From an optimization exercise on the open Yosys and OpenROAD flow, aimed at small area; shortcuts taken in it are not production practice. In this exercise RTL edits were held to simulation tests only and were not proved equivalent to the original. Power figures rest on the tool's default switching activity, not on a simulated workload.

== garnet ==
Design udp_ip_mac_top, start of the top module:
module udp_ip_mac_top #(
    parameter       LOCAL_MAC = 48'h3C_2B_1A_09_4D_5E,
    parameter       LOCAL_IP  = 32'hC0_A8_01_6E,
    parameter       LOCL_PORT = 16'hF0F0,
    parameter       DEST_MAC  = 48'h04_D9_F5_89_43_66,
    parameter       DEST_IP   = 32'hC0_A8_01_69,
    parameter       DEST_PORT = 16'hA0A0 
)(
    input           rgmii_clk,
    input           rstn,
    input           app_data_in_valid,
    input   [7:0]   app_data_in,      
    input   [15:0]  app_data_length,    
    input           app_data_request, 
    output          udp_send_ack,   
    input           arp_req,
    output          arp_found,
    output          mac_not_exist,
    output          mac_send_end,
    output  [7:0]   udp_rec_rdata ,       
    output  [15:0]  udp_rec_data_length,      
    output          udp_rec_data_valid,        
    output          mac_data_valid,
    output  [7:0]   mac_tx_data,   
    input           rx_en,         
    input   [7:0]   mac_rx_datain
);
Size in the first run: ~3200 flip-flops, ~0.088 sq mm of cells after synthesis.
export LEC_CHECK = 0
export CAP_MARGIN = 20
export CORE_MARGIN = 2
export CORE_UTILIZATION = 55
export GPL_TIMING_DRIVEN = 0
export PLACE_DENSITY = 0.7
export SLEW_MARGIN = 20
create_clock -name core_clock -period 8.0 [get_ports {rgmii_clk}]
standard.sh (not shown) runs the stock make flow with config.mk's settings and CLKGATE_MAP_FILE= SYNTH_SCRIPT=/design/flow/synth_recipe.tcl, a recipe that flattens the netlist after the stock synthesis.
==> flow/flow/run.sh <==
#!/bin/bash
# Layout flow: the standard ORFS flow (standard.sh), with these changes:
#  - synthesis maps adders as plain logic (no full-adder extraction, no
#    Kogge-Stone carry map) and uses an area-oriented ABC script (flow/abc_speed.script)
#  - port buffers are buf_1
#  - CTS builds the tree from clkbuf_8 with up to 18 sinks per cluster and
#    inserts no dummy loads
# Each tool's output stays in ORFS's own logs (orfs/logs); make's output is in
# standard_flow.log in this folder.
set -euo pipefail
WORK=$(pwd)
SX=$WORK/scripts_x
mkdir -p "$SX"
for f in "$FLOW_HOME"/scripts/*; do ln -sf "$f" "$SX/"; done
rm -f "$SX/abc_speed.script"
cp "$WORK/flow/abc_speed.script" "$SX/abc_speed.script"
export CTS_ARGS="-sink_clustering_enable -repair_clock_nets -dont_use_dummy_load -buf_list sky130_fd_sc_hd__clkbuf_8 -sink_clustering_size 22 -sink_clustering_max_diameter 45"
export BUFFER_PORTS_ARGS="-buffer_cell sky130_fd_sc_hd__buf_1"
export MAKEFLAGS="ADDER_MAP_FILE= SYNTH_OPERATIONS_ARGS=-nofsm SCRIPTS_DIR=$SX"
bash standard.sh > "$WORK/standard_flow.log" 2>&1
==> flow/flow/abc_speed.script <==
strash
&get -n
&fraig -x
&put
dc2
strash
dc2
strash
dc2
strash
&get -n
&dch -f
&nf
&dch -f
&nf
&dch -f
&nf
&put
garnet completed end to end with timing, DRC and antenna clean.
Changes in pepper relative to garnet:
--- a/flow/flow/run.sh
+++ b/flow/flow/run.sh
@@ -3,5 +3,6 @@
 #  - synthesis maps adders as plain logic (no full-adder extraction, no
-#    Kogge-Stone carry map) and uses an area-oriented ABC script (flow/abc_speed.script)
+#    Kogge-Stone carry map) and uses an area-oriented ABC script (flow/abc_speed.script, replacing
+#    ORFS's abc_speed.script in a linked copy of the scripts folder)
 #  - port buffers are buf_1
-#  - CTS builds the tree from clkbuf_8 with up to 18 sinks per cluster and
+#  - CTS builds the tree from clkbuf_8 with up to 20 sinks per cluster and
 #    inserts no dummy loads
@@ -16,3 +17,3 @@
 cp "$WORK/flow/abc_speed.script" "$SX/abc_speed.script"
-export CTS_ARGS="-sink_clustering_enable -repair_clock_nets -dont_use_dummy_load -buf_list sky130_fd_sc_hd__clkbuf_8 -sink_clustering_size 22 -sink_clustering_max_diameter 45"
+export CTS_ARGS="-sink_clustering_enable -repair_clock_nets -dont_use_dummy_load -buf_list sky130_fd_sc_hd__clkbuf_8 -sink_clustering_size 20 -sink_clustering_max_diameter 45"
 export BUFFER_PORTS_ARGS="-buffer_cell sky130_fd_sc_hd__buf_1"
==> summary.txt <==
Diff garnet..pepper | total routed wirelength | negligible. Compared pepper against garnet; count of antenna-violating nets left after detailed routing within noise. Higher final hold slack goes to pepper over garnet. Cell internal power dissipation | pepper above garnet. The run showing the smaller total length of routed met2 wires is garnet. met2 usage ends up higher on pepper.
Edits applied to the flow inputs when going from pepper to willow:
--- a/flow/flow/run.sh
+++ b/flow/flow/run.sh
@@ -3,6 +3,5 @@
 #  - synthesis maps adders as plain logic (no full-adder extraction, no
-#    Kogge-Stone carry map) and uses an area-oriented ABC script (flow/abc_speed.script, replacing
-#    ORFS's abc_speed.script in a linked copy of the scripts folder)
+#    Kogge-Stone carry map) and uses an area-oriented ABC script (flow/abc_speed.script)
 #  - port buffers are buf_1
-#  - CTS builds the tree from clkbuf_8 with up to 20 sinks per cluster and
+#  - CTS builds the tree from clkbuf_8 with up to 18 sinks per cluster and
 #    inserts no dummy loads
@@ -17,3 +16,3 @@
 cp "$WORK/flow/abc_speed.script" "$SX/abc_speed.script"
-export CTS_ARGS="-sink_clustering_enable -repair_clock_nets -dont_use_dummy_load -buf_list sky130_fd_sc_hd__clkbuf_8 -sink_clustering_size 20 -sink_clustering_max_diameter 45"
+export CTS_ARGS="-sink_clustering_enable -repair_clock_nets -dont_use_dummy_load -buf_list sky130_fd_sc_hd__clkbuf_8 -sink_clustering_size 18 -sink_clustering_max_diameter 45"
 export BUFFER_PORTS_ARGS="-buffer_cell sky130_fd_sc_hd__buf_1"
==> flow/flow/abc_speed.script <==
strash
&get -n
&fraig -x
&put
dc2
strash
&get -n
&dch -f
&nf
&put
- willow closes out successfully: all stages finished, all timing, DRC and antenna checks passed.
- Compared with pepper, willow shows a higher global-route usage.
- Post-route minimum period is lower on willow
- willow vs. pepper: sequential cell count now sits at about the same level, number of antenna violations at the first check in global routing now sits higher, final-layout fill cell count now sits higher.
- In the final reports, the cell area of willow is larger than that of pepper.
- TritonCTS buffer count for willow: about 23% up relative to pepper
- First-iteration DRC count in willow vs pepper: up 85
Input changes introduced in xenon (baseline for comparison: willow):
==> flow/flow/abc_speed.script <==
strash
&get -n
&fraig -x
&put
dc2
strash
dc2
strash
dc2
strash
&get -n
&dch -f
&nf
&dch -f
&nf
&dch -f
&nf
&put
## What came out
Summary of xenon over willow: clock group power went down, area added between synthesis and finish went down, power went down. | sum of routed wire length over all layers | xenon vs willow | better |. Going from willow to xenon, upper clock frequency limit shrank by a few percent. xenon improves on willow in sum of net half-perimeters after detailed placement. xenon against willow; final cell count is down slightly. xenon: H-tree level count is 1 lower than what willow reported. Core utilization of xenon is on par with willow. Switching part of the total power: xenon vs willow down 0.19 points.
Input changes introduced in nickel (baseline for comparison: xenon):
--- a/flow/flow/run.sh
+++ b/flow/flow/run.sh
@@ -3,3 +3,4 @@
 #  - synthesis maps adders as plain logic (no full-adder extraction, no
-#    Kogge-Stone carry map) and uses an area-oriented ABC script (flow/abc_speed.script)
+#    Kogge-Stone carry map) and uses an area-oriented ABC script (flow/abc_speed.script, replacing
+#    ORFS's abc_speed.script in a linked copy of the scripts folder)
 #  - port buffers are buf_1
--- a/flow/flow/abc_speed.script
+++ b/flow/flow/abc_speed.script
@@ -18 +18,5 @@
 &put
+topo
+buffer -c
+upsize -c
+dnsize -c
Findings:
In nickel, layout clock buffer count is higher than in xenon. Going from xenon to nickel, synthesized cell area went up; number of combinational gates with multiple inputs level; final period utilization moved down; sequential share of layout area has decreased; wire length of the first global-routing pass increased about 7%. nickel against xenon: synthesized cell count +218, sequential power ~0 delta.
Changes in onyx relative to nickel:
Settings: PLACE_DENSITY now 0.6, was 0.7; CORE_UTILIZATION now 40, was 55.
--- a/flow/flow/run.sh
+++ b/flow/flow/run.sh
@@ -3,4 +3,3 @@
 #  - synthesis maps adders as plain logic (no full-adder extraction, no
-#    Kogge-Stone carry map) and uses an area-oriented ABC script (flow/abc_speed.script, replacing
-#    ORFS's abc_speed.script in a linked copy of the scripts folder)
+#    Kogge-Stone carry map) and uses an area-oriented ABC script (flow/abc_speed.script)
 #  - port buffers are buf_1
==> flow/flow/abc_speed.script <==
strash
&get -n
&fraig -x
&put
dc2
strash
&get -n
&dch -f
&nf
&put
[summary]
Quantity of I/O buffers inserted on ports came out exactly the same in onyx and nickel.
Higher routed length per placed instance was reported by nickel, not onyx.
nickel ended up with fewer cell instances than onyx did.
Top layer used by detailed routing = met4: nickel; top layer used by detailed routing = met5: onyx
Maximum frequency delta (onyx − nickel): unfavourable


Starting RTL as in the previous note.
clock: 8.0 ns
lec_check: 0
cap_margin: 20
core_margin: 2
core_utilization: 55
gpl_timing_driven: 0
place_density: 0.7
slew_margin: 20
==> flow/flow/run.sh <==
#!/bin/bash
# Layout flow: the standard ORFS flow (standard.sh), with these changes:
#  - synthesis maps adders as plain logic (no full-adder extraction, no
#    Kogge-Stone carry map) and uses an area-oriented ABC script (flow/abc_speed.script, replacing
#    ORFS's abc_speed.script in a linked copy of the scripts folder)
#  - port buffers are buf_1
#  - CTS builds the tree from clkbuf_8 with up to 18 sinks per cluster and
#    inserts no dummy loads
# Each tool's output stays in ORFS's own logs (orfs/logs); make's output is in
# standard_flow.log in this folder.
set -euo pipefail
WORK=$(pwd)
SX=$WORK/scripts_x
mkdir -p "$SX"
for f in "$FLOW_HOME"/scripts/*; do ln -sf "$f" "$SX/"; done
rm -f "$SX/abc_speed.script"
cp "$WORK/flow/abc_speed.script" "$SX/abc_speed.script"
export CTS_ARGS="-sink_clustering_enable -repair_clock_nets -dont_use_dummy_load -buf_list sky130_fd_sc_hd__clkbuf_8 -sink_clustering_size 20 -sink_clustering_max_diameter 45"
export BUFFER_PORTS_ARGS="-buffer_cell sky130_fd_sc_hd__buf_1"
export MAKEFLAGS="ADDER_MAP_FILE= SYNTH_OPERATIONS_ARGS=-nofsm SCRIPTS_DIR=$SX"
bash standard.sh > "$WORK/standard_flow.log" 2>&1
==> flow/flow/abc_speed.script <==
strash
&get -n
&fraig -x
&put
dc2
strash
dc2
strash
dc2
strash
&get -n
&dch -f
&nf
&dch -f
&nf
&dch -f
&nf
&put
Change:
--- a/flow/flow/run.sh
+++ b/flow/flow/run.sh
@@ -16,5 +16,5 @@
 rm -f "$SX/abc_speed.script"
 cp "$WORK/flow/abc_speed.script" "$SX/abc_speed.script"
-export CTS_ARGS="-sink_clustering_enable -repair_clock_nets -dont_use_dummy_load -buf_list sky130_fd_sc_hd__clkbuf_8 -sink_clustering_size 20 -sink_clustering_max_diameter 45"
+export CTS_ARGS="-sink_clustering_enable -repair_clock_nets -dont_use_dummy_load -buf_list sky130_fd_sc_hd__clkbuf_8 -sink_clustering_size 18 -sink_clustering_max_diameter 45"
 export BUFFER_PORTS_ARGS="-buffer_cell sky130_fd_sc_hd__buf_1"
 export MAKEFLAGS="ADDER_MAP_FILE= SYNTH_OPERATIONS_ARGS=-nofsm SCRIPTS_DIR=$SX"
--- a/flow/config.mk
+++ b/flow/config.mk
@@ -6,8 +6,8 @@
 export NUM_CORES = 4
 export LEC_CHECK = 0
-export CAP_MARGIN = 20
+export CAP_MARGIN = 5
 export CORE_MARGIN = 2
 export CORE_UTILIZATION = 55
 export GPL_TIMING_DRIVEN = 0
 export PLACE_DENSITY = 0.7
-export SLEW_MARGIN = 20
+export SLEW_MARGIN = 5
The changed run finished with timing, DRC and antenna clean.
Die area stays the same.
Power is higher by 0.87%.
Cell area is higher by 0.35%.
Clock power is higher by 3.0%.
Combinational power is higher by about 3%.
Synthesized cell count is unchanged.
Via count hardly moves.
Non-clock buffer count is higher by 9.
Change:
==> flow/run.sh (new file) <==
#!/bin/bash
# synth_recipe.tcl (not shown) runs the flow's synth.tcl, then flattens the netlist and writes it again
# the make line also repeats each setting of config.mk as NAME=value (left out here)
make -C /OpenROAD-flow-scripts/flow DESIGN_CONFIG=/design/flow/config.mk WORK_HOME=/design/flow/orfs CLKGATE_MAP_FILE= SYNTH_SCRIPT=/design/flow/synth_recipe.tcl finish
--- a/flow/config.mk
+++ b/flow/config.mk
@@ -6,8 +6,11 @@
 export NUM_CORES = 4
 export LEC_CHECK = 0
-export CAP_MARGIN = 5
+export CAP_MARGIN = 20
 export CORE_MARGIN = 2
 export CORE_UTILIZATION = 55
+export CTS_BUF_LIST = sky130_fd_sc_hd__clkbuf_8
+export CTS_CLUSTER_DIAMETER = 45
+export CTS_CLUSTER_SIZE = 18
 export GPL_TIMING_DRIVEN = 0
 export PLACE_DENSITY = 0.7
-export SLEW_MARGIN = 5
+export SLEW_MARGIN = 20
removed: flow/flow/run.sh
removed: flow/flow/abc_speed.script
removed: flow/standard.sh
Outcome:
- The changed run finished clean
- worst hold slack is better by 0.0030 ns
- sequential share of layout area went down by 5.6 points
- utilization is higher by 1.1 points
- wire length rose by 20%
- final cell count increases by 13%
- design area grows by 8.8%
- worst setup slack gets better by 1.0 ns
- clock power went up by 37%
- via count is higher by 14%
Change:
==> flow/flow/run.sh (new file) <==
#!/bin/bash
# Layout flow: the standard ORFS flow (standard.sh), with these changes:
#  - synthesis maps adders as plain logic (no full-adder extraction, no
#    Kogge-Stone carry map) and uses an area-oriented ABC script (flow/abc_speed.script)
#  - port buffers are buf_1
#  - CTS builds the tree from clkbuf_8 with up to 18 sinks per cluster and
#    inserts no dummy loads
# Each tool's output stays in ORFS's own logs (orfs/logs); make's output is in
# standard_flow.log in this folder.
set -euo pipefail
WORK=$(pwd)
SX=$WORK/scripts_x
mkdir -p "$SX"
for f in "$FLOW_HOME"/scripts/*; do ln -sf "$f" "$SX/"; done
rm -f "$SX/abc_speed.script"
cp "$WORK/flow/abc_speed.script" "$SX/abc_speed.script"
export CTS_ARGS="-sink_clustering_enable -repair_clock_nets -dont_use_dummy_load -buf_list sky130_fd_sc_hd__clkbuf_16 -sink_clustering_size 36 -sink_clustering_max_diameter 60"
export BUFFER_PORTS_ARGS="-buffer_cell sky130_fd_sc_hd__buf_1"
export MAKEFLAGS="ADDER_MAP_FILE= SYNTH_OPERATIONS_ARGS=-nofsm SCRIPTS_DIR=$SX"
bash standard.sh > "$WORK/standard_flow.log" 2>&1
==> flow/flow/abc_speed.script (new file) <==
strash
&get -n
&fraig -x
&put
dc2
strash
&get -n
&dch -f
&nf
&put
==> flow/standard.sh (new file) <==
#!/bin/bash
# synth_recipe.tcl (not shown) runs the flow's synth.tcl, then flattens the netlist and writes it again
# the make line also repeats each setting of config.mk as NAME=value (left out here)
make -C /OpenROAD-flow-scripts/flow DESIGN_CONFIG=/design/flow/config.mk WORK_HOME=/design/flow/orfs CLKGATE_MAP_FILE= SYNTH_SCRIPT=/design/flow/synth_recipe.tcl "${@:-finish}"
--- a/flow/config.mk
+++ b/flow/config.mk
@@ -8,9 +8,6 @@
 export CAP_MARGIN = 20
 export CORE_MARGIN = 2
-export CORE_UTILIZATION = 55
-export CTS_BUF_LIST = sky130_fd_sc_hd__clkbuf_8
-export CTS_CLUSTER_DIAMETER = 45
-export CTS_CLUSTER_SIZE = 18
+export CORE_UTILIZATION = 40
 export GPL_TIMING_DRIVEN = 0
-export PLACE_DENSITY = 0.7
+export PLACE_DENSITY = 0.6
 export SLEW_MARGIN = 20
removed: flow/run.sh
Outcome:
- clock-buffer cell count drops by 156
- wire length drops by about 13%
- global-route usage drops by 8.1 points
- cell area drops by 6.1%
- synthesized area drops by about 6%
- cell count drops by 3.8%
- combinational power drops by 29%
- total power drops by 7.2%
Change:
==> flow/flow/run.sh (replaced) <==
#!/bin/bash
# Layout flow: the standard ORFS flow (standard.sh), with these changes:
#  - synthesis maps adders as plain logic (no full-adder extraction, no
#    Kogge-Stone carry map) and uses an area-oriented ABC script (flow/abc_speed.script, replacing
#    ORFS's abc_speed.script in a linked copy of the scripts folder)
#  - port buffers are buf_1
#  - CTS builds the tree from clkbuf_8 with up to 18 sinks per cluster and
#    inserts no dummy loads
# Each tool's output stays in ORFS's own logs (orfs/logs); make's output is in
# standard_flow.log in this folder.
set -euo pipefail
WORK=$(pwd)
SX=$WORK/scripts_x
mkdir -p "$SX"
for f in "$FLOW_HOME"/scripts/*; do ln -sf "$f" "$SX/"; done
rm -f "$SX/abc_speed.script"
cp "$WORK/flow/abc_speed.script" "$SX/abc_speed.script"
export CTS_ARGS="-sink_clustering_enable -repair_clock_nets -dont_use_dummy_load -buf_list sky130_fd_sc_hd__clkbuf_8 -sink_clustering_size 18 -sink_clustering_max_diameter 45"
export BUFFER_PORTS_ARGS="-buffer_cell sky130_fd_sc_hd__buf_1"
export MAKEFLAGS="ADDER_MAP_FILE= SYNTH_OPERATIONS_ARGS=-nofsm SCRIPTS_DIR=$SX"
bash standard.sh > "$WORK/standard_flow.log" 2>&1
==> flow/flow/abc_speed.script (replaced) <==
strash
&get -n
&fraig -x
&put
dc2
strash
dc2
strash
dc2
strash
&get -n
&dch -f
&nf
&dch -f
&nf
&dch -f
&nf
&put
--- a/flow/config.mk
+++ b/flow/config.mk
@@ -8,6 +8,6 @@
 export CAP_MARGIN = 20
 export CORE_MARGIN = 2
-export CORE_UTILIZATION = 40
+export CORE_UTILIZATION = 55
 export GPL_TIMING_DRIVEN = 0
-export PLACE_DENSITY = 0.6
+export PLACE_DENSITY = 0.7
 export SLEW_MARGIN = 20
Critical path depth increases by 1.
Worst setup slack loses 0.028 ns.
Final area decreases by 2.2%.
Sequential power hardly moves.
Change:
--- a/flow/config.mk
+++ b/flow/config.mk
@@ -8,6 +8,6 @@
 export CAP_MARGIN = 20
 export CORE_MARGIN = 2
-export CORE_UTILIZATION = 55
+export CORE_UTILIZATION = 65
 export GPL_TIMING_DRIVEN = 0
-export PLACE_DENSITY = 0.7
+export PLACE_DENSITY = 0.78
 export SLEW_MARGIN = 20
Result: Utilization climbs by 10 points; area after synthesis stays the same; maximum frequency drops by about 0.8%; power drops by about 0.4%; design area drops by about 0.5%.

## port drivers added, routing unchanged
The flow's constraints put no driver on any port. The routed layouts listed below were extracted and timed again, unchanged, in two steps. Step 1 (the two cells are an assumption about what drives the block):
set clk [get_ports {rgmii_clk}]
set_driving_cell -lib_cell sky130_fd_sc_hd__clkbuf_16 $clk
set_driving_cell -lib_cell sky130_fd_sc_hd__buf_2 [delete_from_list [all_inputs] $clk]
Step 2 adds t to the input delays and takes it off the output delays; t is the mean of the earliest and latest rising clock arrival at the registers after step 1. Input paths then give back, and output paths get back, about the clock's delay inside the block. a / b / c = no drivers / after step 1 / after step 2; a / b = the first two.
run | t, ns | slack for setup (ns) | worst setup path at the end | worst register clock-pin slew, ns | pins driven straight from the clock port
garnet | 1.008 | 1.579 / 1.579 / 1.579 | register to register | 0.13 / 0.13 | 1
pepper | 1.006 | 1.607 / 1.607 / 1.607 | register to register | 0.12 / 0.12 | 1
willow | 1.066 | 1.818 / 1.818 / 1.818 | register to register | 0.11 / 0.11 | 1
xenon | 1.009 | 1.564 / 1.564 / 1.564 | register to register | 0.11 / 0.11 | 1
nickel | 1.042 | 2.669 / 2.669 / 2.669 | register to register | 0.11 / 0.11 | 1
onyx | 1.091 | 1.623 / 1.623 / 1.517 | input to register | 0.10 / 0.10 | 1
the first run of note 2 | 1.006 | 1.607 / 1.607 / 1.607 | register to register | 0.12 / 0.12 | 1
the second run of note 2 | 1.020 | 1.883 / 1.883 / 1.883 | register to register | 0.11 / 0.11 | 1
the third run of note 2 | 1.129 | 2.881 / 2.881 / 2.824 | input to register | 0.11 / 0.11 | 1
the fourth run of note 2 | 0.886 | 1.592 / 1.592 / 1.385 | input to register | 0.12 / 0.12 | 1
the fifth run of note 2 | 1.009 | 1.564 / 1.564 / 1.564 | register to register | 0.11 / 0.11 | 1
the sixth run of note 2 | 0.998 | 1.510 / 1.510 / 1.510 | register to register | 0.12 / 0.12 | 1
After both steps every run listed still meets setup and hold. For the fourth run of note 2, which loses most, drivers alone change the setup slack by 0.000 ns; drivers and shift together by -0.207 ns.
